From an optimization exercise on the open Yosys and OpenROAD flow, aimed at a short achievable clock period and few clock cycles; shortcuts taken in it are not production practice.
At most, simulation tests tie the RTL to the original design; equivalence was not proved.

==> 09-17: inputs <==
// y86_pipe
module y86_pipe(clk, rst, imem_addr, imem_data, dmem_addr, dmem_wdata, dmem_we, dmem_rdata,
stat, wbe_en, wbe_dst, wbe_val, wbm_en, wbm_dst, wbm_val);
input clk;
input rst;
output [9:0] imem_addr;
input [79:0] imem_data;
output [10:0] dmem_addr;
output [63:0] dmem_wdata;
output dmem_we;
input [63:0] dmem_rdata;
output [2:0] stat;
output wbe_en;
output [3:0] wbe_dst;
output [63:0] wbe_val;
output wbm_en;
output [3:0] wbm_dst;
output [63:0] wbm_val;
localparam [2:0] S_AOK = 3'd1, S_ADR = 3'd2, S_INS = 3'd3, S_HLT = 3'd4;
localparam [3:0] RNONE = 4'hF;
function cond;
    input [3:0] fn;
    input zf, sf, of;
    begin
        case (fn)
            4'h0: cond = 1'b1;
            4'h1: cond = (sf ^ of) | zf;
            4'h2: cond = sf ^ of;
            4'h3: cond = zf;
            4'h4: cond = ~zf;
            4'h5: cond = ~(sf ^ of);
            4'h6: cond = ~(sf ^ of) & ~zf;
            default: cond = 1'b0;
        endcase
    end
endfunction
reg [10:0] pc;
reg        D_valid;
reg [79:0] D_bytes;
reg [10:0] D_valP;
reg [2:0]  D_stat;
reg [10:0] D_pred;
reg        M_valid;
reg [2:0]  M_stat;
reg [3:0]  M_dstE, M_dstM;      
reg [63:0] M_valE, M_valA;
reg [10:0] M_addr;
reg        M_we;
reg        M_ret;
reg [10:0] M_pred;
reg [2:0]  W_stat;
reg        W_en_e, W_en_m;
reg [3:0]  W_dstE, W_dstM;
reg [63:0] W_valE, W_valM;
reg ZF, SF, OF;
reg [10:0] ras [0:7];
reg [2:0]  ras_ptr;
reg [63:0] rf [0:14];
wire halted = (W_stat != S_AOK);
wire [3:0] d_icode = D_bytes[7:4];
wire [3:0] d_ifun  = D_bytes[3:0];
wire [3:0] d_rA    = D_bytes[15:12];
wire [3:0] d_rB    = D_bytes[11:8];
wire [63:0] d_valC = D_bytes[79:16];
wire d_ok = D_valid && (D_stat == S_AOK);
reg [3:0] srcA, srcB, dstE, dstM;
always @(*) begin
    case (d_icode)
        4'h2, 4'h4, 4'h6, 4'hA: srcA = d_rA;
        4'h9, 4'hB: srcA = 4'h4;
        default: srcA = RNONE;
    endcase
    case (d_icode)
  ...
Settings: LEC_CHECK=0, CAP_MARGIN=20, CORE_MARGIN=2, CORE_UTILIZATION=25, GPL_ROUTABILITY_DRIVEN=1, PLACE_DENSITY=0.4, SLEW_MARGIN=20; clock period 33.0 ns.
run.sh (not shown) runs the stock make flow with config.mk's settings and CLKGATE_MAP_FILE= SYNTH_SCRIPT=/design/flow/synth_recipe.tcl, a recipe that flattens the netlist after the stock synthesis.
==> 12-12 (differences from 09-17) <==
--- a/flow/design.v
+++ b/flow/design.v
@@ -143,12 +143,13 @@
 wire [10:0] ret_tgt = {(|dmem_rdata[63:10]), dmem_rdata[9:0]};
 wire redirect = M_ret && (ret_tgt != M_pred);
 wire m_err = M_valid && (M_stat != S_AOK);
 wire kill = redirect || m_err || halted;
 wire de_go = D_valid && !stall && !kill;
 wire de_wr = de_go && d_ok && !addr_err;
+wire de_err = D_valid && !stall && !redirect && !m_err && (!d_ok || addr_err);
 wire set_cc = de_wr && (d_icode == 4'h6);
 wire [3:0] f_icode = imem_data[7:4];
 wire [3:0] f_ifun  = imem_data[3:0];
 wire f_bad = pc[10];
 wire [10:0] pc1  = {1'b0, pc[9:0]} + 11'd1;
 wire [10:0] pc2  = {1'b0, pc[9:0]} + 11'd2;
@@ -246,14 +247,19 @@
 end
 always @(posedge clk) begin
     if (rst) begin
         W_stat <= S_AOK;
         W_en_e <= 1'b0;
         W_en_m <= 1'b0;
-    end else if (!halted) begin
-        W_stat <= M_valid ? M_stat : S_AOK;
+    end else if (halted) begin
+        W_en_e <= 1'b0;
+        W_en_m <= 1'b0;
+    end else begin
+        if (m_err) W_stat <= M_stat;
+        else if (de_err) W_stat <= d_ok ? S_ADR : D_stat;
+        else W_stat <= S_AOK;
         W_en_e <= (M_dstE != RNONE);
         W_en_m <= (M_dstM != RNONE);
         W_dstE <= M_dstE;
         W_dstM <= M_dstM;
         W_valE <= M_valE;
         W_valM <= dmem_rdata;
==> results.ini <==
[hold_path]
hold_start=D_pred[2]$_DFFE_PP_

[floorplan]
die_h_um=599
dieArea_um2=359000

[critical_path]
arrival_ns=13.66

[timing]
setup_ws_ns=20.18
whs_ns=0.416

[power_and_ir_drop]
p_total_mw=5.06

[synth]
synth-compound-area-share=0.256

[global_routing]
grt_use_met3=0.0941

[cells_and_area]
clkCellAreaFrac=0.0602

[outcome]
status=complete, no violations

Source of the figures above: 09-17

==> results.ini <==
[hold_path]
hold_start=D_pred[4]$_DFFE_PP_

[synth]
synth-compound-area-share=0.268

[timing]
fin_crit_ns=13.10
whs_ns=0.409
setup_ws_ns=19.90

[outcome]
status=complete, no violations

[critical_path]
arrival_ns=13.86

[power_and_ir_drop]
p_total_mw=5.18

[floorplan]
dieArea_um2=360000

[cells_and_area]
clkCellAreaFrac=0.0635

[global_routing]
grt_use_met3=0.0895

Source of the figures above: 12-12

Testbench counts of 12-12, summed over its fixed seeds: cycles 28,848.
Only the layout flow was run in 09-17; the RTL was not checked for function there.

==> what the ideal ports hide <==
In the flow no input, the clock included, has a driving cell. The finished layouts below were timed again as built, in two steps.
Step 1 (the two cells are an assumption about what drives the block):
set clk [get_ports {clk}]
set_driving_cell -lib_cell sky130_fd_sc_hd__clkbuf_16 $clk
set_driving_cell -lib_cell sky130_fd_sc_hd__buf_2 [delete_from_list [all_inputs] $clk]
Step 2 also shifts input and output timing later by t, the mid clock arrival at the registers, as if the neighbouring blocks saw the same clock.
Slacks: ideal ports / drivers / drivers and shift; pairs: ideal ports / drivers.
run | shift t [ns] | setup slack, ns | latest minus earliest clock arrival (ns) | pins driven straight from the clock port
09-17 | 1.040 | 20.183 / 20.183 / 19.456 | 0.087 / 0.086 | 1
12-12 | 1.042 | 19.903 / 19.903 / 19.327 | 0.133 / 0.133 | 1
After both steps setup and hold are still met in every run listed. For 09-17, which loses most, drivers alone change the setup slack by 0.000 ns; drivers and shift together by -0.727 ns.
